This design comes from an exercise in tuning for small area, a short achievable clock period and few clock cycles per item on the open sky130 flow, not from production work.
Function was checked by simulation only, so behaviour that the tests miss may differ from the original.
Power figures rest on the tool's default switching activity, not on a simulated workload.

==> standard.sh <==
#!/bin/bash
# synth_recipe.tcl (not shown) runs the flow's synth.tcl, then flattens the netlist and writes it again
# the make line also repeats each setting of config.mk as NAME=value (left out here)
make -C /OpenROAD-flow-scripts/flow DESIGN_CONFIG=/design/flow/config.mk WORK_HOME=/design/flow/orfs CLKGATE_MAP_FILE= SYNTH_SCRIPT=/design/flow/synth_recipe.tcl "${@:-finish}"
==> flow/run.sh <==
#!/bin/bash
# Layout flow: the standard ORFS flow, with two changes.
#  1. Synthesis is ORFS's own script (with the standard flow's -nofsm -noshare wrapper,
#     flatten and renaming, as in synth_recipe.tcl), but ABC maps with the
#     script in flow/abc.script and full/half adder extraction can be skipped.
#  2. The port buffers inserted during placement are buf cells instead of
#     the slow clkdlybuf cells that buffer_ports picks by default.
# Settings come from flow/params.sh. Each tool's output goes to its own log.
set -euo pipefail
HERE=$(pwd)
source "$HERE/flow/params.sh"
export MY_ABC_SCRIPT="$HERE/flow/abc.script"
export MY_NOFA
export BUFFER_PORTS_ARGS="-buffer_cell $PORT_BUFFER"
sed "s#SYNTH_SCRIPT=[^ ]*#SYNTH_SCRIPT=$HERE/flow/synth.tcl#" standard.sh > my_standard.sh
bash my_standard.sh finish > flow_make.log 2>&1
==> constraint.sdc <==
create_clock -name core_clock -period 5.0 [get_ports {clk_i}]
set_input_delay 1.0000 -clock core_clock [delete_from_list [all_inputs] [get_ports {clk_i}]]
set_output_delay 1.0000 -clock core_clock [all_outputs]
set_load 0.01 [all_outputs]
==> config.mk <==
export PLATFORM = sky130hd
export DESIGN_NAME = sqrt_mult_system
export DESIGN_NICKNAME = sqrt_mult_system
export VERILOG_FILES = /design/flow/design.v
export SDC_FILE = /design/flow/constraint.sdc
export NUM_CORES = 4
export LEC_CHECK = 0
export CAP_MARGIN = 20
export CORE_MARGIN = 2
export CORE_UTILIZATION = 40
export SLEW_MARGIN = 20
==> flow/params.sh <==
MY_NOFA=1
PORT_BUFFER=sky130_fd_sc_hd__buf_1
==> flow/abc.script <==
strash
dch
map -D 1000
topo
stime -c
==> design.v <==
module sqrt_mult_system (
    input clk_i,
    input rst_i,
    input start_i,
    input [7:0] a_bi,
    input [7:0] b_bi,
    output [15:0] result,
    output done
);
    wire [18:0] d;
    wire p000;
    wire p001;
    wire p002;
    wire p003;
    wire p004;
    wire p005;
    wire p006;
    wire p007;
    wire p008;
    wire p009;
    wire p010;
    wire p011;
    wire p012;
    wire p013;
    wire p014;
    wire p015;
    wire p016;
    wire p017;
    wire p018;
    wire p019;
    wire p020;
    wire p021;
    wire p022;
    wire p023;
    wire p024;
    wire p025;
    wire p026;
    wire p027;
    wire p028;
    wire p029;
    wire p030;
    wire p031;
    wire p032;
    wire p033;
    wire p034;
    wire p035;
    wire p036;
    wire p037;
    wire p038;
    wire p039;
    wire p040;
    wire p041;
    wire p042;
    wire p043;
    wire p044;
    wire p045;
    wire p046;
    wire p047;
    wire p048;
    wire p049;
    wire p050;
    wire p051;
    wire p052;
    wire p053;
    wire p054;
    wire p055;
    wire p056;
    wire p057;
    wire p058;
    wire p059;
    wire p060;
    wire p061;
    wire p062;
    wire p063;
    wire p064;
    wire p065;
    wire p066;
    wire p067;
    wire p068;
    wire p069;
    wire p070;
    wire p071;
    wire p072;
    wire p073;
    wire p074;
    wire p075;
    wire p076;
    wire p077;
    wire p078;
    wire p079;
    wire p080;
    wire p081;
    wire p082;
    wire p083;
    wire p084;
    wire p085;
    wire p086;
    wire p087;
    wire p088;
    wire p089;
    wire p090;
    wire p091;
    wire p092;
    wire p093;
    wire p094;
    wire p095;
    wire p096;
    wire p097;
    wire p098;
    wire p099;
    wire p100;
    wire p101;
    wire p102;
    wire p103;
    wire p104;
    wire p105;
    wire p106;
    wire p107;
    wire p108;
    wire p109;
    wire p110;
    wire p111;
    wire p112;
    wire p113;
    wire p114;
    wire p115;
    wire p116;
    wire p117;
    wire p118;
    wire p119;
    wire p120;
    wire p121;
    wire p122;
    wire p123;
    wire p124;
    wire p125;
    wire p126;
    wire p127;
    wire p128;
    wire p129;
    wire p130;
    wire p131;
    wire p132;
    wire p133;
    wire p134;
    wire p135;
    wire p136;
    wire p137;
    wire p138;
    wire p139;
    wire p140;
    wire p141;
    wire p142;
    wire p143;
    wire p144;
    wire p145;
    wire p146;
    wire p147;
    wire p148;
    wire p149;
    wire p150;
    wire p151;
    wire p152;
    wire p153;
    wire p154;
    wire p155;
    wire p156;
    wire p157;
    wire p158;
    wire p159;
    wire p160;
    wire p161;
    wire p162;
    wire p163;
    wire p164;
    wire p165;
    wire p166;
    wire p167;
    wire p168;
    wire p169;
    wire p170;
    wire p171;
    wire p172;
    wire p173;
    wire p174;
    wire p175;
    wire p176;
    wire p177;
    wire p178;
    wire p179;
    wire p180;
    wire p181;
    wire p182;
    wire p183;
    wire p184;
    wire p185;
    wire p186;
    wire p187;
    wire p188;
    wire p189;
    wire p190;
    wire p191;
    wire p192;
    wire p193;
    wire p194;
    wire p195;
    wire p196;
    wire p197;
    wire p198;
    wire p199;
    wire p200;
    wire p201;
    wire p202;
    wire p203;
    wire p204;
    wire p205;
    wire p206;
    wire p207;
    wire p208;
    wire p209;
    wire p210;
    wire p211;
    wire p212;
    wire p213;
    wire p214;
    wire p215;
    wire p216;
    wire p217;
    wire p218;
    wire p219;
    wire p220;
    wire p221;
    wire p222;
    wire p223;
    wire p224;
    wire p225;
    wire p226;
    wire p227;
    wire p228;
    wire p229;
    wire p230;
    wire p231;
    wire p232;
    wire p233;
    wire p234;
    wire p235;
    wire p236;
    wire p237;
    wire p238;
    wire p239;
    wire p240;
    wire p241;
    wire p242;
    wire p243;
    wire p244;
    wire p245;
    wire p246;
    wire p247;
    wire p248;
    wire p249;
    wire p250;
    wire p251;
    wire p252;
    wire p253;
    wire p254;
    wire p255;
    wire p256;
    wire p257;
    wire p258;
    wire p259;
    wire p260;
    wire p261;
    wire p262;
    wire p263;
    wire p264;
    wire p265;
    wire p266;
    wire p267;
    wire p268;
    wire p269;
    wire p270;
    wire p271;
    wire p272;
    wire p273;
    wire p274;
    wire p275;
    wire p276;
    wire p277;
    wire p278;
    wire p279;
    wire p280;
    wire p281;
    wire p282;
    wire p283;
    wire p284;
    wire p285;
    wire p286;
    wire p287;
    wire p288;
    wire p289;
    wire p290;
    wire p291;
    wire p292;
    wire p293;
    wire p294;
    wire p295;
    wire p296;
    wire p297;
    wire p298;
    wire p299;
    wire p300;
    wire p301;
    wire p302;
    wire p303;
    wire p304;
    wire p305;
    wire p306;
    wire p307;
    wire p308;
    wire p309;
    wire p310;
    wire p311;
    wire p312;
    wire p313;
    wire p314;
    wire p315;
    wire p316;
    wire p317;
    wire p318;
    wire p319;
    wire p320;
    wire p321;
    wire p322;
    wire p323;
    wire p324;
    wire p325;
    wire hv7;
    wire hv6;
    wire hv5;
    wire hv4;
    wire hv3;
    wire hv2;
    wire lv9;
    wire lv8;
    wire lv7;
    wire lv6;
    wire lv5;
    wire lv4;
    wire lv1;
    wire lv0;
    wire hv8;
    wire fl_p0;
    wire fl_k0_1g;
    wire hv9;
    wire fl_x1;
    assign p245 = ~b_bi[5];
    assign p256 = ~b_bi[4];
    assign p265 = p256 & p245;
    assign p266 = ~p265;
    assign p267 = ~b_bi[6];
    assign p268 = ~b_bi[7];
    assign p269 = p268 & p267;
    assign p270 = p269 & p266;
    assign p271 = p270 & a_bi[7];
    assign p272 = ~p271;
    assign p273 = ~p269;
    assign p274 = p265 & p267;
    assign p275 = ~p274;
    assign p276 = p275 & b_bi[7];
    assign p277 = ~p276;
    assign p278 = p277 & p273;
    assign p279 = p278 & a_bi[6];
    assign p280 = ~p279;
    assign p281 = p280 & p272;
    assign p282 = ~a_bi[5];
    assign p283 = ~a_bi[3];
    assign p284 = a_bi[1] & a_bi[2];
    assign p285 = ~p284;
    assign p286 = p285 & p283;
    assign p287 = ~p286;
    assign p288 = p287 & a_bi[4];
    assign p289 = ~p288;
    assign p290 = p289 & p282;
    assign p291 = ~p290;
    assign p292 = p291 & a_bi[6];
    assign p293 = ~p292;
    assign p294 = ~a_bi[6];
    assign p295 = ~a_bi[4];
    assign p296 = ~a_bi[2];
    assign p297 = a_bi[0] & a_bi[1];
    assign p298 = ~p297;
    assign p299 = p298 & p296;
    assign p300 = ~p299;
    assign p301 = p300 & a_bi[3];
    assign p302 = ~p301;
    assign p303 = p302 & p295;
    assign p304 = ~p303;
    assign p305 = p304 & a_bi[5];
    assign p306 = ~p305;
    assign p307 = p306 & p294;
    assign p308 = ~p307;
    assign p309 = p308 & p293;
    assign p310 = ~p309;
    assign p311 = p310 & a_bi[7];
    assign p312 = ~p311;
    assign p313 = ~a_bi[7];
    assign p314 = p309 & p313;
    assign p315 = ~p314;
    assign p316 = p315 & p312;
    assign p317 = ~p316;
    assign p318 = p317 & p276;
    assign p319 = ~p318;
    assign p320 = p319 & p281;
    assign hv7 = ~p320;
    assign p321 = p270 & a_bi[6];
    assign p322 = ~p321;
    assign p323 = p278 & a_bi[5];
    assign p324 = ~p323;
    assign p325 = p324 & p322;
    assign p000 = p306 & p291;
    assign p001 = p000 & a_bi[6];
    assign p002 = ~p001;
    assign p003 = ~p000;
    assign p004 = p003 & p294;
    assign p005 = ~p004;
    assign p006 = p005 & p002;
    assign p007 = p006 & p276;
    assign p008 = ~p007;
    assign p009 = p008 & p325;
    assign hv6 = ~p009;
    assign p010 = p270 & a_bi[5];
    assign p011 = ~p010;
    assign p012 = p278 & a_bi[4];
    assign p013 = ~p012;
    assign p014 = p013 & p011;
    assign p015 = p304 & p289;
    assign p016 = p015 & a_bi[5];
    assign p017 = ~p016;
    assign p018 = ~p015;
    assign p019 = p018 & p282;
    assign p020 = ~p019;
    assign p021 = p020 & p017;
    assign p022 = p021 & p276;
    assign p023 = ~p022;
    assign p024 = p023 & p014;
    assign hv5 = ~p024;
    assign p025 = p270 & a_bi[4];
    assign p026 = ~p025;
    assign p027 = p278 & a_bi[3];
    assign p028 = ~p027;
    assign p029 = p028 & p026;
    assign p030 = p302 & p287;
    assign p031 = ~p030;
    assign p032 = p031 & a_bi[4];
    assign p033 = ~p032;
    assign p034 = p030 & p295;
    assign p035 = ~p034;
    assign p036 = p035 & p033;
    assign p037 = ~p036;
    assign p038 = p037 & p276;
    assign p039 = ~p038;
    assign p040 = p039 & p029;
    assign hv4 = ~p040;
    assign p041 = p270 & a_bi[3];
    assign p042 = ~p041;
    assign p043 = p278 & a_bi[2];
    assign p044 = ~p043;
    assign p045 = p044 & p042;
    assign p046 = p297 & p296;
    assign p047 = ~p046;
    assign p048 = ~a_bi[1];
    assign p049 = p048 & a_bi[2];
    assign p050 = ~p049;
    assign p051 = p050 & p047;
    assign p052 = ~p051;
    assign p053 = p052 & a_bi[3];
    assign p054 = ~p053;
    assign p055 = p051 & p283;
    assign p056 = ~p055;
    assign p057 = p056 & p054;
    assign p058 = p057 & p276;
    assign p059 = ~p058;
    assign p060 = p059 & p045;
    assign hv3 = ~p060;
    assign p061 = ~p270;
    assign p062 = p277 & p061;
    assign p063 = ~p062;
    assign p064 = p273 & a_bi[1];
    assign p065 = ~p064;
    assign p066 = p065 & a_bi[2];
    assign p067 = p066 & p063;
    assign p068 = ~p067;
    assign p069 = ~a_bi[0];
    assign p070 = p069 & a_bi[1];
    assign p071 = ~p070;
    assign p072 = p071 & a_bi[2];
    assign p073 = ~p072;
    assign p074 = p070 & p296;
    assign p075 = ~p074;
    assign p076 = p075 & p073;
    assign p077 = p076 & p276;
    assign p078 = ~p077;
    assign p079 = p078 & p064;
    assign p080 = ~p079;
    assign p081 = p080 & p068;
    assign hv2 = ~p081;
    assign p082 = b_bi[7] & b_bi[6];
    assign p083 = ~p082;
    assign p084 = p269 & b_bi[4];
    assign p085 = ~p084;
    assign p086 = p085 & p083;
    assign p087 = ~p086;
    assign p088 = ~b_bi[0];
    assign p089 = ~b_bi[1];
    assign p090 = p089 & p088;
    assign p091 = ~b_bi[3];
    assign p092 = ~b_bi[2];
    assign p093 = p092 & p091;
    assign p094 = p093 & p090;
    assign p095 = ~p094;
    assign p096 = p095 & b_bi[5];
    assign p097 = p096 & p087;
    assign p098 = ~p097;
    assign p099 = p092 & p268;
    assign p100 = p099 & p090;
    assign p101 = ~p100;
    assign p102 = p091 & p268;
    assign p103 = ~p102;
    assign p104 = p103 & p101;
    assign p105 = b_bi[4] & b_bi[5];
    assign p106 = p105 & b_bi[6];
    assign p107 = ~p106;
    assign p108 = p107 & p275;
    assign p109 = ~p108;
    assign p110 = p109 & p104;
    assign p111 = ~p110;
    assign p112 = p111 & p098;
    assign p113 = ~p112;
    assign p114 = p308 & a_bi[7];
    assign lv9 = p114 & p113;
    assign p115 = p268 & b_bi[5];
    assign p116 = ~p115;
    assign p117 = p116 & p083;
    assign p118 = p269 & p256;
    assign p119 = p118 & p095;
    assign p120 = ~p119;
    assign p121 = p120 & p117;
    assign p122 = ~p121;
    assign p123 = b_bi[7] & b_bi[5];
    assign p124 = ~p123;
    assign p125 = p124 & p093;
    assign p126 = p125 & p256;
    assign p127 = ~p126;
    assign p128 = p127 & p122;
    assign p129 = p128 & p112;
    assign p130 = p129 & a_bi[7];
    assign p131 = ~p130;
    assign p132 = ~p114;
    assign p133 = p293 & p313;
    assign p134 = ~p133;
    assign p135 = p134 & p132;
    assign p136 = p135 & p113;
    assign p137 = ~p136;
    assign p138 = p137 & p131;
    assign lv8 = ~p138;
    assign p139 = ~p128;
    assign p140 = p090 & p092;
    assign p141 = ~p140;
    assign p142 = p141 & b_bi[3];
    assign p143 = ~p142;
    assign p144 = p273 & b_bi[4];
    assign p145 = ~p144;
    assign p146 = p145 & p143;
    assign p147 = ~p146;
    assign p148 = p268 & b_bi[4];
    assign p149 = p148 & p095;
    assign p150 = ~p149;
    assign p151 = p150 & p245;
    assign p152 = ~p151;
    assign p153 = p152 & p147;
    assign p154 = ~p153;
    assign p155 = p154 & p121;
    assign p156 = ~p155;
    assign p157 = p156 & p139;
    assign p158 = p157 & a_bi[7];
    assign p159 = ~p158;
    assign p160 = p113 & p317;
    assign p161 = ~p160;
    assign p162 = p161 & p159;
    assign p163 = p129 & a_bi[6];
    assign p164 = ~p163;
    assign p165 = p164 & p162;
    assign lv7 = ~p165;
    assign p166 = p157 & a_bi[6];
    assign p167 = ~p166;
    assign p168 = p113 & p006;
    assign p169 = ~p168;
    assign p170 = p169 & p167;
    assign p171 = p129 & a_bi[5];
    assign p172 = ~p171;
    assign p173 = p172 & p170;
    assign lv6 = ~p173;
    assign p174 = p157 & a_bi[5];
    assign p175 = ~p174;
    assign p176 = p113 & p021;
    assign p177 = ~p176;
    assign p178 = p177 & p175;
    assign p179 = p129 & a_bi[4];
    assign p180 = ~p179;
    assign p181 = p180 & p178;
    assign lv5 = ~p181;
    assign p182 = p157 & a_bi[4];
    assign p183 = ~p182;
    assign p184 = p113 & p037;
    assign p185 = ~p184;
    assign p186 = p185 & p183;
    assign p187 = p129 & a_bi[3];
    assign p188 = ~p187;
    assign p189 = p188 & p186;
    assign lv4 = ~p189;
    assign p190 = ~p129;
    assign p191 = p113 & p048;
    assign p192 = ~p191;
    assign p193 = p192 & p190;
    assign p194 = ~p193;
    assign p195 = p194 & a_bi[0];
    assign p196 = ~p195;
    assign p197 = ~p157;
    assign p198 = p113 & p069;
    assign p199 = ~p198;
    assign p200 = p199 & p197;
    assign p201 = ~p200;
    assign p202 = p201 & a_bi[1];
    assign p203 = ~p202;
    assign p204 = p203 & p196;
    assign lv1 = ~p204;
    assign p205 = p197 & p112;
    assign p206 = ~p205;
    assign lv0 = p206 & a_bi[0];
    assign p207 = p135 & p276;
    assign p208 = ~p207;
    assign p209 = p278 & a_bi[7];
    assign p210 = ~p209;
    assign p211 = p210 & p208;
    assign hv8 = ~p211;
    assign p212 = p063 & a_bi[0];
    assign p213 = p157 & a_bi[2];
    assign p214 = ~p213;
    assign p215 = p129 & a_bi[1];
    assign p216 = ~p215;
    assign p217 = ~p076;
    assign p218 = p113 & p217;
    assign p219 = ~p218;
    assign p220 = p219 & p216;
    assign p221 = p220 & p214;
    assign p222 = ~p221;
    assign p223 = p222 & p212;
    assign p224 = ~p223;
    assign p225 = ~p212;
    assign p226 = p221 & p225;
    assign p227 = ~p226;
    assign fl_p0 = p227 & p224;
    assign p228 = p063 & a_bi[1];
    assign p229 = ~p228;
    assign p230 = p273 & a_bi[0];
    assign p231 = ~p230;
    assign p232 = p231 & p229;
    assign p233 = ~p232;
    assign p234 = p297 & p276;
    assign p235 = ~p234;
    assign p236 = p235 & p233;
    assign p237 = ~p236;
    assign p238 = p139 & a_bi[3];
    assign p239 = p238 & p156;
    assign p240 = ~p239;
    assign p241 = p127 & a_bi[2];
    assign p242 = p241 & p122;
    assign p243 = p242 & p112;
    assign p244 = ~p243;
    assign p246 = p113 & p057;
    assign p247 = ~p246;
    assign p248 = p247 & p244;
    assign p249 = p248 & p240;
    assign p250 = ~p249;
    assign p251 = p250 & p237;
    assign p252 = ~p251;
    assign p253 = p249 & p236;
    assign p254 = ~p253;
    assign p255 = p254 & p252;
    assign p257 = ~p255;
    assign p258 = p257 & p224;
    assign p259 = ~p258;
    assign p260 = p249 & p237;
    assign p261 = ~p260;
    assign fl_k0_1g = p261 & p259;
    assign hv9 = p114 & p276;
    assign p262 = p255 & p223;
    assign p263 = ~p262;
    assign p264 = p263 & p259;
    assign fl_x1 = ~p264;
    assign d = { hv9, hv8, hv7, hv6, hv5, hv4, hv3, hv2, lv9, lv8, lv7, lv6, lv5, lv4, fl_k0_1g, fl_x1, fl_p0, lv1, lv0 };
    reg        done_r;
    reg [3:0] res_lo;
    reg        cy_r;
    reg [5:0] up_lo;
    reg [7:0] up_hi;
    always @(posedge clk_i) begin
        done_r <= start_i & ~rst_i;
        {up_hi, up_lo, cy_r, res_lo} <= d;
    end
    wire [7:0] u;
    wire q000;
    wire q001;
    wire q002;
    wire q003;
    wire q004;
    wire q005;
    wire q006;
    wire q007;
    wire q008;
    wire q009;
    wire q010;
    wire q011;
    wire q012;
    wire q013;
    wire q014;
    wire q015;
    wire q016;
    wire q017;
    wire q018;
    wire q019;
    wire q020;
    wire q021;
    wire q022;
    wire q023;
    wire q024;
    wire q025;
    wire q026;
    wire q027;
    wire q028;
    wire q029;
    wire q030;
    wire q031;
    wire q032;
    wire q033;
    wire q034;
    wire q035;
    wire q036;
    wire q037;
    wire q038;
    wire q039;
    wire q040;
    wire q041;
    wire q042;
    wire q043;
    wire q044;
    wire q045;
    wire q046;
    wire q047;
    wire q048;
    wire q049;
    wire q050;
    wire q051;
    wire q052;
    wire q053;
    wire q054;
    wire q055;
    wire q056;
    wire q057;
    wire q058;
    wire q059;
    wire q060;
    wire q061;
    wire q062;
    wire q063;
    wire q064;
    wire q065;
    wire q066;
    wire q067;
    wire q068;
    wire q069;
    wire q070;
    wire q071;
    wire q072;
    wire q073;
    wire q074;
    wire q075;
    wire q076;
    wire q077;
    wire q078;
    wire q079;
    wire q080;
    wire q081;
    wire q082;
    wire q083;
    wire q084;
    wire q085;
    wire q086;
    wire q087;
    wire q088;
    wire q089;
    wire q090;
    wire q091;
    wire q092;
    wire q093;
    wire q094;
    wire q095;
    wire q096;
    wire q097;
    wire q098;
    wire q099;
    wire q100;
    wire q101;
    wire q102;
    wire q103;
    wire q104;
    wire q105;
    wire q106;
    wire q107;
    wire q108;
    wire q109;
    wire q110;
    wire q111;
    wire q112;
    wire q113;
    wire q114;
    wire q115;
    wire q116;
    wire q117;
    wire q118;
    wire q119;
    wire q120;
    wire q121;
    wire q122;
    wire q123;
    wire q124;
    wire q125;
    wire q126;
    wire q127;
    wire q128;
    wire q129;
    wire q130;
    wire q131;
    wire q132;
    wire q133;
    wire q134;
    wire q135;
    wire q136;
    wire q137;
    wire q138;
    wire q139;
    wire q140;
    wire q141;
    wire q142;
    wire q143;
    wire q144;
    wire q145;
    wire q146;
    wire q147;
    wire q148;
    wire q149;
    wire q150;
    wire q151;
    wire q152;
    wire q153;
    wire q154;
    wire q155;
    wire fu_x0;
    wire fu_x1;
    wire fu_x2;
    wire fu_x3;
    wire fu_x4;
    wire fu_x5;
    wire fu_x6;
    wire fu_x7;
    assign q084 = ~cy_r;
    assign q085 = q084 & up_lo[0];
    assign q086 = ~q085;
    assign q087 = ~up_lo[0];
    assign q088 = cy_r & q087;
    assign q089 = ~q088;
    assign q090 = q089 & q086;
    assign q091 = ~q090;
    assign q092 = q091 & up_hi[0];
    assign q093 = ~q092;
    assign q094 = ~up_hi[0];
    assign q095 = q090 & q094;
    assign q096 = ~q095;
    assign fu_x0 = q096 & q093;
    assign q097 = cy_r & up_lo[0];
    assign q098 = ~q097;
    assign q099 = q084 & q087;
    assign q100 = ~q099;
    assign q101 = q100 & up_hi[0];
    assign q102 = ~q101;
    assign q103 = q102 & q098;
    assign q104 = ~q103;
    assign q105 = ~up_hi[1];
    assign q106 = ~up_lo[1];
    assign q107 = q106 & q105;
    assign q108 = ~q107;
    assign q109 = up_lo[1] & up_hi[1];
    assign q110 = ~q109;
    assign q111 = q110 & q108;
    assign q112 = q111 & q104;
    assign q113 = ~q112;
    assign q114 = ~q111;
    assign q115 = q114 & q103;
    assign q116 = ~q115;
    assign fu_x1 = q116 & q113;
    assign q117 = q110 & q098;
    assign q118 = q117 & q102;
    assign q119 = ~q118;
    assign q120 = q119 & q108;
    assign q121 = ~up_hi[2];
    assign q122 = ~up_lo[2];
    assign q123 = q122 & q121;
    assign q124 = ~q123;
    assign q125 = up_lo[2] & up_hi[2];
    assign q126 = ~q125;
    assign q127 = q126 & q124;
    assign q128 = q127 & q120;
    assign q129 = ~q128;
    assign q130 = ~q120;
    assign q131 = ~q127;
    assign q132 = q131 & q130;
    assign q133 = ~q132;
    assign fu_x2 = q133 & q129;
    assign q134 = q127 & q111;
    assign q135 = q134 & q104;
    assign q136 = ~q135;
    assign q137 = q124 & q109;
    assign q138 = ~q137;
    assign q139 = q138 & q126;
    assign q140 = q139 & q136;
    assign q141 = ~up_lo[3];
    assign q142 = q141 & up_hi[3];
    assign q143 = ~q142;
    assign q144 = ~up_hi[3];
    assign q145 = up_lo[3] & q144;
    assign q146 = ~q145;
    assign q147 = q146 & q143;
    assign q148 = ~q147;
    assign q149 = q148 & q140;
    assign q150 = ~q149;
    assign q151 = ~q140;
    assign q152 = q147 & q151;
    assign q153 = ~q152;
    assign q154 = q153 & q150;
    assign fu_x3 = ~q154;
    assign q155 = ~up_hi[4];
    assign q000 = ~up_lo[4];
    assign q001 = q000 & q155;
    assign q002 = ~q001;
    assign q003 = up_lo[4] & up_hi[4];
    assign q004 = ~q003;
    assign q005 = q004 & q002;
    assign q006 = ~q005;
    assign q007 = q141 & q144;
    assign q008 = ~q007;
    assign q009 = up_lo[3] & up_hi[3];
    assign q010 = ~q009;
    assign q011 = q010 & q126;
    assign q012 = ~q011;
    assign q013 = q012 & q008;
    assign q014 = ~q013;
    assign q015 = q148 & q127;
    assign q016 = q015 & q120;
    assign q017 = ~q016;
    assign q018 = q017 & q014;
    assign q019 = ~q018;
    assign q020 = q019 & q006;
    assign q021 = ~q020;
    assign q022 = q018 & q005;
    assign q023 = ~q022;
    assign q024 = q023 & q021;
    assign fu_x4 = ~q024;
    assign q025 = ~up_hi[5];
    assign q026 = ~up_lo[5];
    assign q027 = q026 & q025;
    assign q028 = ~q027;
    assign q029 = up_lo[5] & up_hi[5];
    assign q030 = ~q029;
    assign q031 = q030 & q028;
    assign q032 = ~q031;
    assign q033 = q010 & q004;
    assign q034 = ~q033;
    assign q035 = q034 & q002;
    assign q036 = ~q035;
    assign q037 = q005 & q148;
    assign q038 = ~q037;
    assign q039 = q038 & q036;
    assign q040 = ~q039;
    assign q041 = q036 & q139;
    assign q042 = q041 & q136;
    assign q043 = ~q042;
    assign q044 = q043 & q040;
    assign q045 = q044 & q032;
    assign q046 = ~q045;
    assign q047 = ~q044;
    assign q048 = q047 & q031;
    assign q049 = ~q048;
    assign q050 = q049 & q046;
    assign fu_x5 = ~q050;
    assign q051 = q031 & q003;
    assign q052 = ~q051;
    assign q053 = q052 & q030;
    assign q054 = q031 & q005;
    assign q055 = q054 & q013;
    assign q056 = ~q055;
    assign q057 = q056 & q053;
    assign q058 = q054 & q015;
    assign q059 = q058 & q120;
    assign q060 = ~q059;
    assign q061 = q060 & q057;
    assign q062 = ~q061;
    assign q063 = q062 & up_hi[6];
    assign q064 = ~q063;
    assign q065 = ~up_hi[6];
    assign q066 = q061 & q065;
    assign q067 = ~q066;
    assign fu_x6 = q067 & q064;
    assign q068 = up_hi[7] & up_hi[6];
    assign q069 = q068 & q062;
    assign q070 = ~q069;
    assign q071 = q031 & up_hi[6];
    assign q072 = q071 & q037;
    assign q073 = q072 & q151;
    assign q074 = ~q073;
    assign q075 = ~up_hi[7];
    assign q076 = q071 & q035;
    assign q077 = ~q076;
    assign q078 = q029 & up_hi[6];
    assign q079 = ~q078;
    assign q080 = q079 & q077;
    assign q081 = q080 & q075;
    assign q082 = q081 & q074;
    assign q083 = ~q082;
    assign fu_x7 = q083 & q070;
    assign u = { fu_x7, fu_x6, fu_x5, fu_x4, fu_x3, fu_x2, fu_x1, fu_x0 };
    assign result = {4'b0, u, res_lo};
    assign done   = done_r;
endmodule
==> flow/synth.tcl <==
# synth_recipe.tcl with two hooks: abc runs flow/abc.script (MY_ABC_SCRIPT),
# and extract_fa is skipped when MY_NOFA is 1.
proc synth {args} { yosys synth -nofsm -noshare {*}$args }
proc abc {args} {
  set out {}
  set skip 0
  foreach a $args {
    if {$skip} { set skip 0; continue }
    if {$a eq "-script" || $a eq "-D"} { set skip 1; continue }
    lappend out $a
  }
  lappend out -script $::env(MY_ABC_SCRIPT)
  yosys abc {*}$out
}
if {$::env(MY_NOFA)} { proc extract_fa {args} {} }
source $::env(SCRIPTS_DIR)/synth.tcl
# left out here: clear keep_hierarchy, flatten, clean up, hide names made inside functions, write 1_2_yosys.v
==> impl_metrics.py, run 1 <==
metrics = {
    "clock_tree": {
        "cts_resized": 0,
        "ctsHoldBuffers": 0,
        "clk_pin_slew_worst_paths_ns": 0.09,
        "clockBufferDepth": 2,
        "post-cts-setup-buffers": 0,
        "cts_tree": "built",
        "root_buffer": "clkbuf_4",
        "cts_max_level": 1,
        "clkSinkCount": 20,
        "cts_buffers": 3,
    },
    "min_path": {
        "min_to": "done_r$_DFF_P_",
        "hold_depth": 2,
        "holdCritStartpoint": "rst_i",
        "hp-class": "primary input to flip-flop",
    },
    "synth": {
        "syn_inst": 211,
        "syn_area_per_cell_um2": 6.50,
        "synthTopCellsByArea": "dfxtp_1, nand2_1, clkinv_1",
        "syn_area_um2": 1370,
        "synth.distinct_cells": 25,
        "synth_seq_cells": 20,
        "ys_async_sr_fraction_pct": 0,
        "yosys_warnings": 1,
        "synth-edff-count": 0,
        "synth_top_area_share_pct": 29.2,
        "yosys.area.top_type": "dfxtp_1",
        "synth_ff_type": "dfxtp_1",
        "ys_seq_area_share_pct": 29.2,
    },
    "detailed_routing": {
        "viasPerCell": 4.89,
        "first_iter_violations": 44,
        "dr.pass1.iters": 4,
        "postRouteAntennaNets": 0,
        "drt-total-wl_um": 2830,
        "num_vias": 1383,
        "drc": 0,
        "wl_per_cell_um": 10.0,
    },
    "die": {
        "die-area_um2": 3910,
        "num_io_pins": 36,
        "start_util_pct": 41.4,
        "core-area_um2": 3310,
        "die_x_um": 62.6,
        "fp-row-count": 21,
        "die_y_um": 62.6,
    },
    "worst_setup_path": {
        "critPathKind": "flip-flop to output port",
        "cpMostUsedCell": "a21oi_1",
        "timing.critical_path.arrival_ns": 1.95,
        "worst-path-max-fanout": 4,
        "slowest_stage": "maj3_1",
        "max_stage_delay_ns": 0.41,
        "end_kind": "output port",
        "cp-start-kind": "flip-flop",
        "path_cells": "maj3_1 > nand3_1 > nand2_1 > a21oi_1 > o21bai_1 > a21oi_1 > a21oi_1 > buf_1",
        "required_ns": 4.00,
    },
    "global_route": {
        "grt_overflow": 0,
        "grt_antenna_before_repair": 0,
        "first_global_vias": 1261,
        "grt_max_degree": 12,
        "grt_pass1_wl_um": 4940,
        "track_usage_pct": 15.4,
    },
    "place": {
        "port_buffers": 31,
        "post-dp-hpwl_um": 2320,
        "gp_congestion": 0.860,
    },
    "layout": {
        "area_growth_pct": 9.12,
        "layout_common_cells": "nand2_1, buf_1, clkinv_1, nor2_1, dfxtp_1",
        "diodes": 0,
        "n_fill_cell": 370,
        "final_layout_size_suffix_gt1_share_pct": 4.22,
        "seq_area_um2": 400,
        "mostFrequentLayoutCell": "nand2_1",
        "multi_input_area_um2": 798,
        "nNetsFinal": 258,
    },
    "sta": {
        "finalHoldViolCount": 0,
        "drv_slew": 0,
        "fin_crit_sh_pct": 58.9,
        "setup_violations": 0,
        "rsz0062_at_grt": "false",
        "fmax_mhz": 339,
        "tns_ns": 0,
        "fin_crit_ns": 2.95,
    },
    "pwr": {
        "power.total_mw": 0.447,
        "peakVddDrop_uv": 67.0,
        "power.density_nw_per_um2": 299,
        "p_leak_nw": 0.614,
    },
    "run_status": {
        "outcome": "no timing/DRC/antenna violations",
    },
    "run": {
        "maxCapViolCount": 0,
    },
}
## where the power goes
part	total [mW]	switching, mW	internal [mW]
Combinational	0.184	0.115	0.0689
Clock	0.0707	0.0426	0.0281
Sequential	0.193	0.0110	0.182
## metrics by stage
step                hold slack [ns]  util (%)  std cells  setup slack [ns]  area (um^2)
CTS                           0.836      45.2        283              2.01         1500
detailed placement             1.16      44.5        280              2.01         1470
floorplan                      1.07         -        214              2.36         1380
finish                        0.839      45.2        283              2.05         1500
global route                  0.841      45.2        283              1.82         1500
global placement               1.15      44.5        280              2.13         1470
## synthesized netlist by cell type (2+ instances only)
cell type   n
clkinv_1   25
nand3_1    10
a21oi_1    14
nor2_1     22
dfxtp_1    20
buf_4      12
o21ai_0    14
nor3_1      3
o22ai_1     2
o221ai_1    5
a31oi_1     3
a22oi_1     6
nand2_1    51
xor2_1      8
or2_2       4
xnor2_1     2
and2_2      2
## state kept, by name, summed over array words and instances, names as in the netlist
signal and flops:
cy_r 1, up_hi 8, done_r 1, res_lo 4, up_lo 6
## cell families after synthesis
group	share of synthesized area, %
compound gates	21.8
fa+ha+maj	0.730
buf+inv	13.4
other cells	0.273
flops	29.2
xor+xnor	6.39
simple gates	28.2
## worst max path at each step
stage                   endpoint  slack (ns)    startpoint
2_1_floorplan  res_lo[3]$_DFF_P_        2.36       b_bi[4]
3_3_place_gp   res_lo[3]$_DFF_P_        2.13       b_bi[7]
3_5_place_dp   res_lo[3]$_DFF_P_        2.01       b_bi[7]
4_1_cts               result[11]        2.01  cy_r$_DFF_P_
5_1_grt               result[11]        1.82  cy_r$_DFF_P_
6_report              result[11]        2.05  cy_r$_DFF_P_
## area by class of cell
cell class	count	area share, %
Clock buffer	3	1.51
Inverter	25	6.27
Multi-Input combinational cell	157	53.3
Sequential cell	20	26.8
Tap cell	46	3.85
Timing Repair Buffer	32	8.28
## layer usage
layer,vias up,global-route usage [%],routed length [um],share of wire [%]
met5,-,0,0,0
met4,0,7.50,58,2.0
met3,5,1.62,122,4.3
met2,39,27.2,1330,47
met1,591,18.5,1320,47
li1,748,-,-,-
## critical path, delay by kind of cell (launching register included)
| family | cells | cell delay (ns) |
|---|---|---|
| fa+ha+maj | 1 | 0.41 |
| flops | 1 | 0.35 |
| buf+inv | 1 | 0.14 |
| simple gates | 2 | 0.20 |
| compound gates | 4 | 0.56 |
Testbench counts, summed over its fixed seeds: cycles 8,000, items 4,000.
==> run 2: changes to the inputs <==
--- a/config.mk
+++ b/config.mk
@@ -8,4 +8,5 @@
 export CAP_MARGIN = 20
 export CORE_MARGIN = 2
 export CORE_UTILIZATION = 40
+export SETUP_SLACK_MARGIN = 2.5
 export SLEW_MARGIN = 20
==> impl_metrics.py, run 2 <==
metrics = {
    "place": {
        "post-dp-hpwl_um": 2370,
        "gp_congestion": 0.801,
        "port_buffers": 31,
    },
    "layout": {
        "mostFrequentLayoutCell": "nand2_1",
        "area_growth_pct": 24.7,
        "largest_reg_flops": 8,
        "layout_common_cells": "nand2_1, clkinv_1, buf_1, nor2_1, dfxtp_1",
        "n_fill_cell": 371,
        "nNetsFinal": 267,
        "final_layout_size_suffix_gt1_share_pct": 23.9,
        "diodes": 0,
    },
    "die": {
        "die_x_um": 62.6,
        "die_y_um": 62.6,
        "num_io_pins": 36,
        "fp-row-count": 21,
        "die-area_um2": 3910,
        "core-area_um2": 3310,
        "start_util_pct": 41.4,
    },
    "pwr": {
        "p_comb_share_pct": 46.4,
        "p_int_mw": 0.338,
        "clkPwrFrac_pct": 16.9,
        "p_switching_mw": 0.198,
        "seqPwrFrac_pct": 36.6,
        "swShare_pct": 37.0,
        "p_leak_nw": 0.721,
        "power.density_nw_per_um2": 313,
        "power.total_mw": 0.536,
        "peakVddDrop_uv": 79.7,
    },
    "sta": {
        "rsz0062_at_grt": "true",
        "finalHoldViolCount": 0,
        "fin_crit_ns": 2.73,
        "tns_ns": 0,
        "setup_violations": 0,
        "fin_crit_sh_pct": 54.7,
        "fmax_mhz": 366,
        "drv_slew": 0,
    },
    "run": {
        "maxCapViolCount": 0,
    },
    "detailed_routing": {
        "num_vias": 1455,
        "postRouteAntennaNets": 0,
        "drt-total-wl_um": 3060,
        "wl_per_cell_um": 10.5,
        "viasPerCell": 4.97,
        "first_iter_violations": 44,
        "dr.pass1.iters": 4,
        "drc": 0,
    },
    "global_route": {
        "track_usage_pct": 16.7,
        "grt_antenna_before_repair": 0,
        "first_global_vias": 1321,
        "grt_max_degree": 12,
        "grt_overflow": 0,
        "grt_pass1_wl_um": 5440,
    },
    "run_status": {
        "outcome": "no timing/DRC/antenna violations",
    },
    "synth": {
        "synth_seq_cells": 20,
        "synth_top_area_share_pct": 29.2,
        "synth_ff_type": "dfxtp_1",
        "syn_inst": 211,
        "syn_area_um2": 1370,
        "yosys_warnings": 1,
        "synth.distinct_cells": 25,
        "yosys.cell_count.top_type": "nand2_1",
        "syn_area_per_cell_um2": 6.50,
        "ys_async_sr_fraction_pct": 0,
        "synthTopCellsByArea": "dfxtp_1, nand2_1, clkinv_1",
        "ys_top_cells_by_count": "nand2_1, clkinv_1, nor2_1",
        "synth-edff-count": 0,
        "yosys.area.top_type": "dfxtp_1",
        "ys_seq_area_share_pct": 29.2,
    },
    "clock_tree": {
        "clockBufferDepth": 2,
        "clk_pin_slew_worst_paths_ns": 0.10,
        "ctsHoldBuffers": 0,
        "root_buffer": "clkbuf_4",
        "clkSinkCount": 20,
        "cts_tree": "built",
        "cts_buffers": 3,
        "cts_max_level": 1,
    },
    "worst_setup_path": {
        "worst-path-max-fanout": 4,
        "required_ns": 4.00,
        "critPathLaunch": "cy_r$_DFF_P_",
        "timing.critical_path.arrival_ns": 1.73,
        "critPathKind": "flip-flop to output port",
        "end_kind": "output port",
        "critPathCapture": "result[10]",
        "cp-start-kind": "flip-flop",
    },
    "min_path": {
        "hp-class": "primary input to flip-flop",
    },
}
[run 2: cell counts after synthesis]
No cell type changed its count.
[run 2: worst max-delay path: stages, from the launching register on]
cell	delay [ns]
dfxtp_2	0.34
maj3_2	0.35
nand3_2	0.11
nand2_4	0.06
a21oi_4	0.16
o21bai_4	0.10
xor2_1	0.16
buf_2	0.14
[run 2: how the worst min path moves through the flow]
stage                     start             end  cells after the start
after floorplan           rst_i  done_r$_DFF_P_                      1
after global placement    rst_i  done_r$_DFF_P_                      2
after detailed placement  rst_i  done_r$_DFF_P_                      2
after CTS                 rst_i  done_r$_DFF_P_                      2
after global routing      rst_i  done_r$_DFF_P_                      2
final                     rst_i  done_r$_DFF_P_                      2
[run 2: power by group through the flow]
stage | Combinational, mW | Clock (mW) | Sequential [mW]
3_3_place_gp | 0.184 | 0 | 0.197
5_1_grt | 0.278 | 0.0994 | 0.199
2_1_floorplan | 0.167 | 0 | 0.198
4_1_cts | 0.207 | 0.0937 | 0.194
3_5_place_dp | 0.185 | 0 | 0.198
6_report | 0.249 | 0.0908 | 0.196
[run 2: per-stage QoR]
| step | hold slack (ns) | worst slack (ns) | cells | instance area [um^2] | util [%] |
|---|---|---|---|---|---|
| floorplan | 1.07 | 2.50 | 214 | 1380 | - |
| global placement | 1.15 | 1.89 | 279 | 1470 | 44.3 |
| detailed placement | 1.16 | 1.91 | 279 | 1470 | 44.3 |
| CTS | 0.835 | 2.20 | 287 | 1570 | 47.5 |
| global route | 0.831 | 2.12 | 293 | 1710 | 51.7 |
| finish | 0.838 | 2.27 | 293 | 1710 | 51.7 |
[run 2: repair_timing]
action / in CTS / in global routing
resized for setup: 19 / 35
pin swaps: 5 / 12
setup endpoints to repair: 10 / 9
setup buffers: 4 / 6
[run 2: layout make-up]
type                            count  area, um^2  area share [%]
Tap cell                           46        57.6            3.37
Timing Repair Buffer               41         205            12.0
Sequential cell                    20         408            23.8
Inverter                           25        93.8            5.49
Multi-Input combinational cell    157         910            53.2
Clock buffer                        4        36.3            2.12
[run 2: logic make-up after synthesis]
| group | share of synthesized area [%] |
|---|---|
| simple gates | 28.2 |
| flops | 29.2 |
| xor+xnor | 6.39 |
| compound gates | 21.8 |
| fa+ha+maj | 0.730 |
| other cells | 0.273 |
| buf+inv | 13.4 |
[run 2: layer usage]
| layer | GRT usage [%] | part of all wire [%] |
|---|---|---|
| met1 | 20.7 | 44 |
| met3 | 2.16 | 3.9 |
| met5 | 0 | 0 |
| met2 | 29.0 | 51 |
| met4 | 6.67 | 1.4 |
==> run 3: changes to the inputs <==
==> flow/abc.script (replaced) <==
strash
dch
map -a
topo
stime -c
--- a/config.mk
+++ b/config.mk
@@ -8,5 +8,4 @@
 export CAP_MARGIN = 20
 export CORE_MARGIN = 2
 export CORE_UTILIZATION = 40
-export SETUP_SLACK_MARGIN = 2.5
 export SLEW_MARGIN = 20
==> impl_metrics.py, run 3 <==
metrics = {
    "synth": {
        "syn_area_per_cell_um2": 6.70,
        "yosys.area.top_type": "dfxtp_1",
        "synth_seq_cells": 20,
        "synth_ff_type": "dfxtp_1",
        "yosys_warnings": 1,
        "ys_async_sr_fraction_pct": 0,
        "ys_top_cells_by_count": "nor2_1, nand2_1, clkinv_1",
        "synth-edff-count": 0,
        "ys_seq_area_share_pct": 30.0,
        "syn_inst": 199,
        "synth_top_area_share_pct": 30.0,
        "synthTopCellsByArea": "dfxtp_1, nor2_1, nand2_1",
        "synth.distinct_cells": 23,
        "yosys.cell_count.top_type": "nor2_1",
        "syn_area_um2": 1330,
    },
    "sta": {
        "setup_violations": 0,
        "fin_crit_ns": 3.19,
        "finalHoldViolCount": 0,
        "tns_ns": 0,
        "rsz0062_at_grt": "false",
        "slew_headroom_pct": 63.4,
        "fmax_mhz": 314,
        "worstMarginPinSlew_ns": 0.549,
        "drv_slew": 0,
        "fin_crit_sh_pct": 63.7,
    },
    "clock_tree": {
        "root_buffer": "clkbuf_4",
        "cts_buffers": 3,
        "cts_tree": "built",
        "post-cts-setup-buffers": 0,
        "clk_pin_slew_worst_paths_ns": 0.10,
        "clkSinkCount": 20,
        "ctsHoldBuffers": 0,
        "cts_resized": 0,
        "clockBufferDepth": 2,
        "cts_max_level": 1,
    },
    "detailed_routing": {
        "postRouteAntennaNets": 0,
        "wl_met2_um": 1240,
        "wl_met1_um": 1300,
        "wl_per_cell_um": 10.0,
        "num_vias": 1325,
        "wl_met3_um": 100,
        "drc": 0,
        "highest_layer": "met4",
        "viasPerCell": 4.93,
        "dr.pass1.iters": 4,
        "drt-total-wl_um": 2690,
        "first_iter_violations": 56,
    },
    "layout": {
        "layout_common_cells": "nor2_1, nand2_1, buf_1, clkinv_1, dfxtp_1",
        "diodes": 0,
        "fin_area_um2": 1460,
        "nNetsFinal": 245,
        "area_growth_pct": 9.66,
        "multi_input_area_um2": 761,
        "final_layout_size_suffix_gt1_share_pct": 4.00,
        "largest_reg_flops": 8,
        "seq_area_um2": 400,
        "mostFrequentLayoutCell": "nor2_1",
        "utilization_pct": 47.1,
        "n_fill_cell": 352,
    },
    "pwr": {
        "p_leak_nw": 0.571,
        "power.density_nw_per_um2": 318,
        "peakVddDrop_uv": 88.9,
    },
    "min_path": {
        "holdCritStartpoint": "rst_i",
        "min_to": "done_r$_DFF_P_",
        "hp-class": "primary input to flip-flop",
        "hold_depth": 2,
    },
    "die": {
        "core-area_um2": 3100,
        "die-area_um2": 3810,
        "start_util_pct": 43.0,
        "die_y_um": 61.7,
        "fp-row-count": 20,
        "num_io_pins": 36,
        "die_x_um": 61.7,
    },
    "worst_setup_path": {
        "end_kind": "output port",
        "timing.critical_path.arrival_ns": 2.19,
        "required_ns": 4.00,
        "cpMostUsedCell": "a21oi_1",
        "cp-start-kind": "flip-flop",
        "critPathKind": "flip-flop to output port",
        "worst-path-max-fanout": 4,
        "path_cells": "maj3_1 > a311o_2 > a31oi_1 > o21bai_1 > a21oi_1 > a21oi_1 > buf_1",
        "slowest_stage": "maj3_1",
        "max_stage_delay_ns": 0.42,
    },
    "global_route": {
        "track_usage_pct": 15.3,
        "grt_max_degree": 12,
        "grt_antenna_before_repair": 0,
        "grt_pass1_wl_um": 4480,
        "grt_overflow": 0,
        "first_global_vias": 1097,
    },
    "place": {
        "post-dp-hpwl_um": 2240,
        "port_buffers": 31,
        "gp_congestion": 0.872,
        "placed_area_um2": 1430,
    },
    "run_status": {
        "outcome": "no timing/DRC/antenna violations",
    },
    "run": {
        "maxCapViolCount": 0,
    },
}
-- run 3: kinds of logic after synthesis --
kind of cell               count (synthesis)  share of synthesized area [%]
xor gates and xnor gates                  12                           7.88
adders and majority gates                  1                          0.750
DFF                                       20                           30.0
buffers and inverters                     37                           13.8
other                                      1                          0.281
AOI/OAI and AO/OA                         48                           22.8
and+or+nand+nor                           80                           24.5
-- run 3: final cells by class --
| cell class | instances | share of cell area [%] |
|---|---|---|
| Clock buffer | 4 | 2.48 |
| Sequential cell | 20 | 27.4 |
| Tap cell | 44 | 3.76 |
| Timing Repair Buffer | 31 | 7.96 |
| Inverter | 25 | 6.42 |
| Multi-Input combinational cell | 145 | 52.0 |
-- run 3: worst max-delay path by stage --
stage	start	endpoint	depth (start not counted)
floorplan	up_hi[0]$_DFF_P_	result[11]	7
global placement	b_bi[3]	cy_r$_DFF_P_	11
detailed placement	b_bi[7]	cy_r$_DFF_P_	8
CTS	cy_r$_DFF_P_	result[11]	7
global route	cy_r$_DFF_P_	result[11]	7
finish	cy_r$_DFF_P_	result[11]	7
-- run 3: worst max-delay path: cells and delay by family, from the launching register on --
kind                       cells  cell delay [ns]
buffers and inverters          1             0.14
AOI/OAI and AO/OA              5             0.99
adders and majority gates      1             0.42
DFF                            1             0.34
-- run 3: power breakdown --
group | internal (mW) | total [mW] | switching [mW]
clock network | 0.0444 | 0.0893 | 0.0449
logic | 0.0683 | 0.182 | 0.114
registers | 0.183 | 0.194 | 0.0106
-- run 3: routing by layer --
| metal | track usage (%) | vias up |
|---|---|---|
| met5 | 0 | - |
| met4 | 6.69 | 0 |
| met3 | 0.621 | 5 |
| met2 | 24.7 | 35 |
| met1 | 21.3 | 570 |
| li1 | - | 715 |
-- run 3: through the flow --
| step | hold slack, ns | power [mW] | std cells | setup slack (ns) |
|---|---|---|---|---|
| after floorplan | 1.07 | 0.366 | 202 | 2.26 |
| after global placement | 1.15 | 0.379 | 265 | 2.12 |
| after detailed placement | 1.16 | 0.380 | 265 | 2.03 |
| after CTS | 0.838 | 0.469 | 269 | 1.79 |
| after global routing | 0.826 | 0.507 | 269 | 1.66 |
| final | 0.838 | 0.465 | 269 | 1.81 |
==> run 4: changes to the inputs <==
--- a/config.mk
+++ b/config.mk
@@ -8,4 +8,5 @@
 export CAP_MARGIN = 20
 export CORE_MARGIN = 2
 export CORE_UTILIZATION = 40
+export SETUP_SLACK_MARGIN = 2.0
 export SLEW_MARGIN = 20
==> impl_metrics.py, run 4 <==
metrics = {
    "synth": {
        "syn_area_um2": 1330,
        "ys_async_sr_fraction_pct": 0,
        "yosys_warnings": 1,
        "synth_ff_type": "dfxtp_1",
        "yosys.area.top_type": "dfxtp_1",
        "ys_top_cells_by_count": "nor2_1, nand2_1, clkinv_1",
        "ys_seq_area_share_pct": 30.0,
        "synth.distinct_cells": 23,
        "synth_seq_cells": 20,
        "syn_inst": 199,
        "yosys.cell_count.top_type": "nor2_1",
        "synth-edff-count": 0,
        "synth_top_area_share_pct": 30.0,
        "syn_area_per_cell_um2": 6.70,
        "synthTopCellsByArea": "dfxtp_1, nor2_1, nand2_1",
    },
    "pwr": {
        "peakVddDrop_uv": 89.3,
        "power.density_nw_per_um2": 320,
        "p_leak_nw": 0.592,
    },
    "sta": {
        "setup_violations": 0,
        "layout_setup_ws_ns": 2.04,
        "hold_slack_ns": 0.837,
        "rsz0062_at_grt": "true",
        "fin_crit_sh_pct": 59.3,
        "slew_headroom_pct": 63.5,
        "drv_slew": 0,
        "fin_crit_ns": 2.96,
        "fmax_mhz": 338,
        "finalHoldViolCount": 0,
        "worstMarginPinSlew_ns": 0.547,
        "tns_ns": 0,
    },
    "worst_setup_path": {
        "critPathKind": "flip-flop to output port",
        "slowest_stage": "a311o_2",
        "worst-path-max-fanout": 3,
        "required_ns": 4.00,
        "end_kind": "output port",
        "cpMostUsedCell": "a21oi_1",
        "timing.critical_path.arrival_ns": 1.96,
        "cp-start-kind": "flip-flop",
        "max_stage_delay_ns": 0.41,
        "path_cells": "maj3_2 > a311o_2 > a31oi_4 > o21bai_4 > a21oi_1 > a21oi_1 > buf_1",
    },
    "place": {
        "gp_congestion": 0.872,
        "place_ws_ns": 2.03,
        "post-dp-hpwl_um": 2240,
        "dp_cells": 265,
        "port_buffers": 31,
    },
    "global_route": {
        "grt_use_met3_pct": 0.621,
        "grt_max_degree": 12,
        "track_usage_pct": 15.3,
        "grt-busiest-layer": "met2",
        "grt.met1_usage_pct": 21.3,
        "grt_overflow": 0,
        "grt_antenna_before_repair": 0,
        "first_global_vias": 1095,
        "grt_pass1_wl_um": 4480,
        "grtUsageMet2_pct": 24.7,
    },
    "clock_tree": {
        "clkSinkCount": 20,
        "root_buffer": "clkbuf_4",
        "cts_buffers": 3,
        "ctsHoldBuffers": 0,
        "cts_max_level": 1,
        "clockBufferDepth": 2,
        "clk_pin_slew_worst_paths_ns": 0.10,
        "cts_tree": "built",
    },
    "min_path": {
        "min_to": "done_r$_DFF_P_",
        "hp-class": "primary input to flip-flop",
        "holdCritStartpoint": "rst_i",
        "hold_depth": 2,
    },
    "detailed_routing": {
        "first_iter_violations": 47,
        "drt-total-wl_um": 2730,
        "drc": 0,
        "viasPerCell": 4.92,
        "postRouteAntennaNets": 0,
        "wl_per_cell_um": 10.1,
        "dr.pass1.iters": 4,
        "num_vias": 1334,
    },
    "die": {
        "start_util_pct": 43.0,
        "fp-row-count": 20,
        "die-area_um2": 3810,
        "die_y_um": 61.7,
        "num_io_pins": 36,
        "core-area_um2": 3100,
        "die_x_um": 61.7,
    },
    "layout": {
        "final_layout_size_suffix_gt1_share_pct": 7.93,
        "instances_no_fill": 271,
        "layout_common_cells": "nor2_1, nand2_1, buf_1, clkinv_1, dfxtp_1",
        "nNetsFinal": 247,
        "utilization_pct": 48.7,
        "mostFrequentLayoutCell": "nor2_1",
        "area_growth_pct": 13.3,
        "diodes": 0,
        "largest_reg_flops": 8,
    },
    "run": {
        "maxCapViolCount": 0,
    },
    "run_status": {
        "outcome": "no timing/DRC/antenna violations",
    },
}
## run 4: logic make-up (layout without fill, tap and decap cells)
family / count (synthesis) / count (layout) / synth area share, %
and+or+nand+nor: 80 / 80 / 24.5
AOI/OAI and AO/OA: 48 / 48 / 22.8
buffers and inverters: 37 / 62 / 13.8
DFF: 20 / 20 / 30.0
xor gates and xnor gates: 12 / 12 / 7.88
adders and majority gates: 1 / 1 / 0.750
other: 1 / 4 / 0.281
## run 4: critical path: cells and delay by family, from the launching register on
family,cells,cell delay [ns]
buf+inv,1,0.13
flops,1,0.35
fa+ha+maj,1,0.33
compound gates,5,0.87
## run 4: timing repair
item,4_1_cts,5_1_grt
setup buffers,0,2
gates resized for setup,4,6
setup endpoints to repair,3,2
pin swaps,1,3
## run 4: per-stage QoR
step                power, mW  cell area, um^2
global placement        0.379             1430
finish                  0.484             1510
floorplan               0.366             1350
detailed placement      0.380             1430
CTS                     0.477             1480
global route            0.525             1510
## run 4: power by group
group          total, mW  leakage (nW)  switching [mW]  internal (mW)
Combinational      0.200         0.403           0.121         0.0788
Clock             0.0892        0.0210          0.0448         0.0444
Sequential         0.195         0.168          0.0110          0.184
Total              0.484         0.592           0.177          0.307
## run 4: worst max-delay path by stage
stage | start | slack [ns] | endpoint | depth (start not counted)
after floorplan | up_hi[0]$_DFF_P_ | 2.26 | result[11] | 7
after global placement | b_bi[3] | 2.12 | cy_r$_DFF_P_ | 11
after detailed placement | b_bi[7] | 2.03 | cy_r$_DFF_P_ | 8
after CTS | cy_r$_DFF_P_ | 2.03 | result[11] | 7
after global routing | up_hi[0]$_DFF_P_ | 1.94 | result[11] | 7
final | cy_r$_DFF_P_ | 2.04 | result[11] | 7
## run 4: metal layers
| layer | vias to the layer above | routed length, um |
|---|---|---|
| met1 | 569 | 1310 |
| met2 | 42 | 1260 |
| met5 | - | 0 |
| met4 | 0 | 51 |
| met3 | 5 | 106 |
| li1 | 718 | - |
## run 4: area by class of cell
cell class | instances | area, um^2
fillers | 347 | 1590
multi-input cells | 145 | 791
flip-flops and latches | 20 | 403
repair buffers | 33 | 133
inverters | 25 | 93.8
well taps | 44 | 55.1
clock buffers | 4 | 36.3
==> run 5: changes to the inputs <==
--- a/config.mk
+++ b/config.mk
@@ -8,5 +8,5 @@
 export CAP_MARGIN = 20
 export CORE_MARGIN = 2
 export CORE_UTILIZATION = 40
-export SETUP_SLACK_MARGIN = 2.0
+export SETUP_SLACK_MARGIN = 2.5
 export SLEW_MARGIN = 20
==> impl_metrics.py, run 5 <==
metrics = {
    "detailed_routing": {
        "wl_per_cell_um": 10.6,
        "viasPerCell": 4.90,
        "drc": 0,
        "postRouteAntennaNets": 0,
        "dr.pass1.iters": 5,
        "num_vias": 1377,
        "first_iter_violations": 20,
        "drt-total-wl_um": 2980,
    },
    "global_route": {
        "grt_antenna_before_repair": 0,
        "first_global_vias": 1210,
        "grt_pass1_wl_um": 4820,
        "grt_overflow": 0,
        "track_usage_pct": 16.8,
        "grt_max_degree": 13,
    },
    "sta": {
        "setup_violations": 0,
        "drv_slew": 0,
        "tns_ns": 0,
        "fin_crit_ns": 2.90,
        "fin_crit_sh_pct": 58.0,
        "finalHoldViolCount": 0,
        "rsz0062_at_grt": "true",
        "fmax_mhz": 345,
    },
    "layout": {
        "largest_reg_flops": 8,
        "layout_common_cells": "nor2_1, nand2_1, buf_1, clkinv_1, dfxtp_1",
        "final_layout_size_suffix_gt1_share_pct": 24.9,
        "nNetsFinal": 257,
        "diodes": 0,
        "n_fill_cell": 353,
        "multi_input_area_um2": 861,
        "seq_area_um2": 409,
        "instances_no_fill": 281,
        "area_growth_pct": 26.8,
    },
    "worst_setup_path": {
        "end_kind": "output port",
        "timing.critical_path.arrival_ns": 1.90,
        "worst-path-max-fanout": 3,
        "cp-start-kind": "flip-flop",
        "required_ns": 4.00,
        "critPathKind": "flip-flop to output port",
    },
    "place": {
        "post-dp-hpwl_um": 2280,
        "gp_congestion": 0.823,
        "port_buffers": 31,
        "dp_cells": 265,
    },
    "min_path": {
        "hp-class": "primary input to flip-flop",
        "hold_depth": 2,
    },
    "clock_tree": {
        "clockBufferDepth": 2,
        "root_buffer": "clkbuf_4",
        "cts_buffers": 3,
        "cts_tree": "built",
        "clkSinkCount": 20,
        "clk_pin_slew_worst_paths_ns": 0.11,
        "cts_max_level": 1,
        "ctsHoldBuffers": 0,
    },
    "die": {
        "start_util_pct": 43.0,
        "die_y_um": 61.7,
        "die-area_um2": 3810,
        "fp-row-count": 20,
        "num_io_pins": 36,
        "core-area_um2": 3100,
        "die_x_um": 61.7,
    },
    "synth": {
        "synth_ff_type": "dfxtp_1",
        "synth-edff-count": 0,
        "synth_seq_cells": 20,
        "yosys_warnings": 1,
        "syn_inst": 199,
        "synth_top_area_share_pct": 30.0,
        "yosys.cell_count.top_type": "nor2_1",
        "yosys.area.top_type": "dfxtp_1",
        "ys_seq_area_share_pct": 30.0,
        "synth.distinct_cells": 23,
        "synthTopCellsByArea": "dfxtp_1, nor2_1, nand2_1",
        "ys_top_cells_by_count": "nor2_1, nand2_1, clkinv_1",
        "ys_async_sr_fraction_pct": 0,
        "syn_area_per_cell_um2": 6.70,
        "syn_area_um2": 1330,
    },
    "pwr": {
        "peakVddDrop_uv": 118,
        "p_leak_nw": 0.688,
        "power.total_mw": 0.567,
        "power.density_nw_per_um2": 335,
    },
    "run": {
        "maxCapViolCount": 0,
    },
    "run_status": {
        "outcome": "no timing/DRC/antenna violations",
    },
}
-- run 5: cell count changes in the layout (fill, tap and decap cells not counted), moves of 2 or more --
cell	previous run	this run
nor2_1	36	29
clkinv_1	25	21
buf_4	2	11
nor2_2	1	7
dfxtp_1	18	13
buf_1	30	24
nand2_1	31	29
dfxtp_2	2	7
buf_2	1	6
o21ai_0	14	12
a21oi_2	0	2
nand2_2	0	2
a21oi_1	10	7
inv_2	0	3
-- run 5: worst max-delay path, stage by stage, from the launching register on --
cell and delay [ns]:
dfxtp_2 0.34, maj3_2 0.31, a311o_2 0.36, a31oi_4 0.18
o21bai_4 0.10, a21oi_2 0.12, a21oi_1 0.05, buf_2 0.14
-- run 5: area by class of cell --
class | count | share of cell area, %
timing repair buffer | 43 | 12.9
clock inverter | 1 | 1.78
tap | 44 | 3.25
sequential | 20 | 24.2
clock buffer | 3 | 1.33
inverter | 25 | 5.62
multi-input combinational | 145 | 50.9
-- run 5: where the power goes --
part	total, mW	switching (mW)	internal (mW)	leakage (nW)
logic	0.243	0.135	0.108	0.491
registers	0.197	0.0117	0.185	0.168
clock network	0.127	0.0457	0.0810	0.0279
-- run 5: what timing repair did --
action	in CTS	in global routing
gates resized for setup	21	19
endpoints found under the setup margin	9	10
pin swaps	2	5
setup buffers	6	6
-- run 5: path summary, 6_finish.rpt --
check	start	to	slack [ns]
setup / recovery	cy_r$_DFF_P_	result[11]	2.10
hold / removal	rst_i	done_r$_DFF_P_	0.83
-- run 5: cell families after synthesis --
group           count (synthesis)  synth area share [%]
buf+inv                        37                  13.8
flops                          20                  30.0
fa+ha+maj                       1                 0.750
compound gates                 48                  22.8
simple gates                   80                  24.5
other cells                     1                 0.281
xor+xnor                       12                  7.88
-- run 5: per-layer routing --
| layer | vias up | track usage, % | part of all wire, % |
|---|---|---|---|
| met4 | 0 | 8.51 | 2.4 |
| li1 | 733 | - | - |
| met3 | 6 | 0.828 | 3.5 |
| met1 | 600 | 20.1 | 45 |
| met2 | 38 | 30.5 | 49 |
| met5 | - | 0 | 0 |
-- run 5: per-stage QoR --
| step | hold slack, ns | cell area (um^2) | util, % | worst slack, ns |
|---|---|---|---|---|
| after global placement | 1.15 | 1450 | 46.7 | 1.95 |
| after detailed placement | 1.16 | 1450 | 46.7 | 2.02 |
| final | 0.834 | 1690 | 54.5 | 2.10 |
| after floorplan | 1.07 | 1370 | - | 2.43 |
| after global routing | 0.825 | 1690 | 54.5 | 2.02 |
| after CTS | 0.828 | 1610 | 51.8 | 2.08 |
==> run 6: changes to the inputs <==
==> flow/abc.script (replaced) <==
strash
dch
map -D 800
topo
stime -c
--- a/config.mk
+++ b/config.mk
@@ -8,5 +8,5 @@
 export CAP_MARGIN = 20
 export CORE_MARGIN = 2
 export CORE_UTILIZATION = 40
-export SETUP_SLACK_MARGIN = 2.5
+export SETUP_SLACK_MARGIN = 2.0
 export SLEW_MARGIN = 20
==> impl_metrics.py, run 6 <==
metrics = {
    "clock_tree": {
        "root_buffer": "clkbuf_4",
        "cts_tree": "built",
        "clockBufferDepth": 2,
        "clk_pin_slew_worst_paths_ns": 0.10,
        "cts_buffers": 3,
        "cts_max_level": 1,
        "clkSinkCount": 20,
    },
    "die": {
        "die-area_um2": 4170,
        "fp-row-count": 21,
        "core-area_um2": 3420,
        "die_y_um": 64.5,
        "num_io_pins": 36,
        "start_util_pct": 42.9,
        "die_x_um": 64.5,
    },
    "worst_setup_path": {
        "critPathLaunch": "up_lo[0]$_DFF_P_",
        "end_kind": "output port",
        "cp-start-kind": "flip-flop",
        "worst-path-max-fanout": 4,
        "required_ns": 4.00,
        "timing.critical_path.arrival_ns": 1.78,
        "critPathKind": "flip-flop to output port",
    },
    "layout": {
        "diodes": 0,
        "largest_reg_flops": 8,
        "seq_area_um2": 402,
        "n_fill_cell": 403,
        "area_growth_pct": 9.30,
        "mostFrequentLayoutCell": "nand2_1",
        "multi_input_area_um2": 901,
        "final_layout_size_suffix_gt1_share_pct": 4.25,
        "layout_common_cells": "nand2_1, buf_1, nor2_1, clkinv_1, dfxtp_1",
        "nNetsFinal": 279,
    },
    "detailed_routing": {
        "postRouteAntennaNets": 0,
        "first_iter_violations": 69,
        "drt-total-wl_um": 3170,
        "drc": 0,
        "num_vias": 1524,
        "wl_per_cell_um": 10.4,
        "viasPerCell": 5.00,
        "dr.pass1.iters": 4,
    },
    "global_route": {
        "grt_max_degree": 12,
        "track_usage_pct": 16.2,
        "grt_antenna_before_repair": 0,
        "grt_overflow": 0,
        "first_global_vias": 1310,
        "grt_pass1_wl_um": 5500,
    },
    "pwr": {
        "power.density_nw_per_um2": 301,
        "p_leak_nw": 0.686,
        "peakVddDrop_uv": 86.1,
    },
    "sta": {
        "drv_slew": 0,
        "slew_headroom_pct": 44.4,
        "fin_crit_sh_pct": 55.7,
        "fmax_mhz": 359,
        "tns_ns": 0,
        "rsz0062_at_grt": "false",
        "hold_slack_ns": 0.834,
        "fin_crit_ns": 2.78,
        "worstMarginPinSlew_ns": 0.826,
        "finalHoldViolCount": 0,
        "setup_violations": 0,
    },
    "place": {
        "gp_congestion": 0.918,
        "port_buffers": 31,
        "post-dp-hpwl_um": 2570,
    },
    "min_path": {
        "holdCritStartpoint": "rst_i",
        "hp-class": "primary input to flip-flop",
    },
    "synth": {
        "yosys.cell_count.top_type": "nand2_1",
        "synth_ff_type": "dfxtp_1",
        "ys_seq_area_share_pct": 27.3,
        "synthTopCellsByArea": "dfxtp_1, nand2_1, nor2_1",
        "synth_seq_cells": 20,
        "ys_top_cells_by_count": "nand2_1, nor2_1, clkinv_1",
        "ys_async_sr_fraction_pct": 0,
        "yosys.area.top_type": "dfxtp_1",
        "yosys_warnings": 1,
        "synth-edff-count": 0,
        "synth_top_area_share_pct": 27.3,
        "synth.distinct_cells": 27,
        "syn_area_per_cell_um2": 6.29,
        "syn_area_um2": 1470,
        "syn_inst": 233,
    },
    "run_status": {
        "outcome": "no timing/DRC/antenna violations",
    },
    "run": {
        "maxCapViolCount": 0,
    },
}
[run 6: cell count changes after synthesis, moves of 3 or more]
cell,before,now
a21oi_1,10,16
nand2_1,31,63
nand3_1,5,14
nand4_1,0,3
nor2_1,37,30
o21ai_0,14,8
[run 6: worst paths after layout]
kind              depth (start not counted)             end  slack, ns
hold / removal                            2  done_r$_DFF_P_       0.83
setup / recovery                          9      result[11]       2.22
[run 6: area by class of cell]
type / instances / share of cell area (%)
multi-input cells: 180 / 56.2
flip-flops and latches: 20 / 25.1
repair buffers: 31 / 7.26
inverters: 24 / 5.62
well taps: 46 / 3.59
clock buffers: 4 / 2.26
[run 6: stage by stage]
step	cell area [um^2]	utilization, %	setup slack [ns]	power (mW)	cells
2_1_floorplan	1480	-	2.60	0.373	236
6_report	1600	46.9	2.22	0.482	305
5_1_grt	1600	46.9	2.02	0.527	305
4_1_cts	1600	46.8	2.03	0.485	305
3_5_place_dp	1560	45.7	2.10	0.393	301
3_3_place_gp	1560	45.7	2.10	0.392	301
[run 6: routing by layer]
metal	part of all wire, %	wire length (um)	track usage [%]	vias to the layer above
li1	-	-	-	828
met1	47	1490	20.7	643
met2	46	1450	28.4	46
met3	5.0	157	0.694	7
met4	2.1	65	7.18	0
met5	0	0	0	-
[run 6: cell families after synthesis]
logic type	share of synthesized area, %
AOI/OAI and AO/OA	21.8
xor gates and xnor gates	5.38
buffers and inverters	12.3
DFF	27.3
other	0.256
and+or+nand+nor	32.9
[run 6: worst max-delay path: stages (launching register included)]
cell and delay (ns):
dfxtp_1 0.38, o21ai_0 0.09, nand2_1 0.13, nand4_1 0.14, nand4_1 0.10, nand2_1 0.11
o21ai_2 0.17, nand2_1 0.07, a22oi_1 0.13, buf_1 0.17
[run 6: what timing repair did]
item | CTS | global route
hold buffers | 0 | 0
gates resized for setup | 0 | 3
setup endpoints to repair | 0 | 2
setup buffers | 0 | 0
[run 6: power by group]
part,internal (mW),switching (mW),total [mW]
Sequential,0.182,0.0118,0.194
Combinational,0.0711,0.125,0.196
Clock,0.0444,0.0477,0.0921

afterwards: timing with drivers on the ports:
Ports are ideal in the flow. The routed layouts listed here were re-timed in OpenROAD. Step 1 sets driving cells, clkbuf_16 on the clock port and buf_2 on the other inputs (assumed; they add their load-dependent delay and slew). Step 2 also shifts input and output timing later by t, the mid clock arrival at the registers, as if the neighbouring blocks saw the same clock. a / b / c = ideal / step 1 / step 2; a / b = the first two.
run | shift t [ns] | setup WS [ns] | worst hold slack (ns) | worst setup path after step 2 | cell pins on the clock port's net
run 1 | 0.315 | 2.054 / 2.032 / 2.006 | 0.839 / 0.839 / 1.154 | input to register | 1
run 2 | 0.317 | 2.266 / 2.245 / 2.380 | 0.838 / 0.838 / 1.155 | input to register | 1
run 3 | 0.311 | 1.814 / 1.793 / 2.040 | 0.838 / 0.839 / 1.150 | input to register | 1
run 4 | 0.312 | 2.037 / 2.016 / 2.046 | 0.837 / 0.839 / 1.151 | input to register | 1
run 5 | 0.314 | 2.099 / 2.076 / 2.330 | 0.834 / 0.835 / 1.149 | input to register | 1
run 6 | 0.320 | 2.217 / 2.195 / 2.057 | 0.834 / 0.835 / 1.154 | input to register | 1
After both steps setup and hold are still met in every run listed. The setup slack of run 6, which loses most, moves by -0.022 ns with the drivers and by -0.160 ns with both steps.
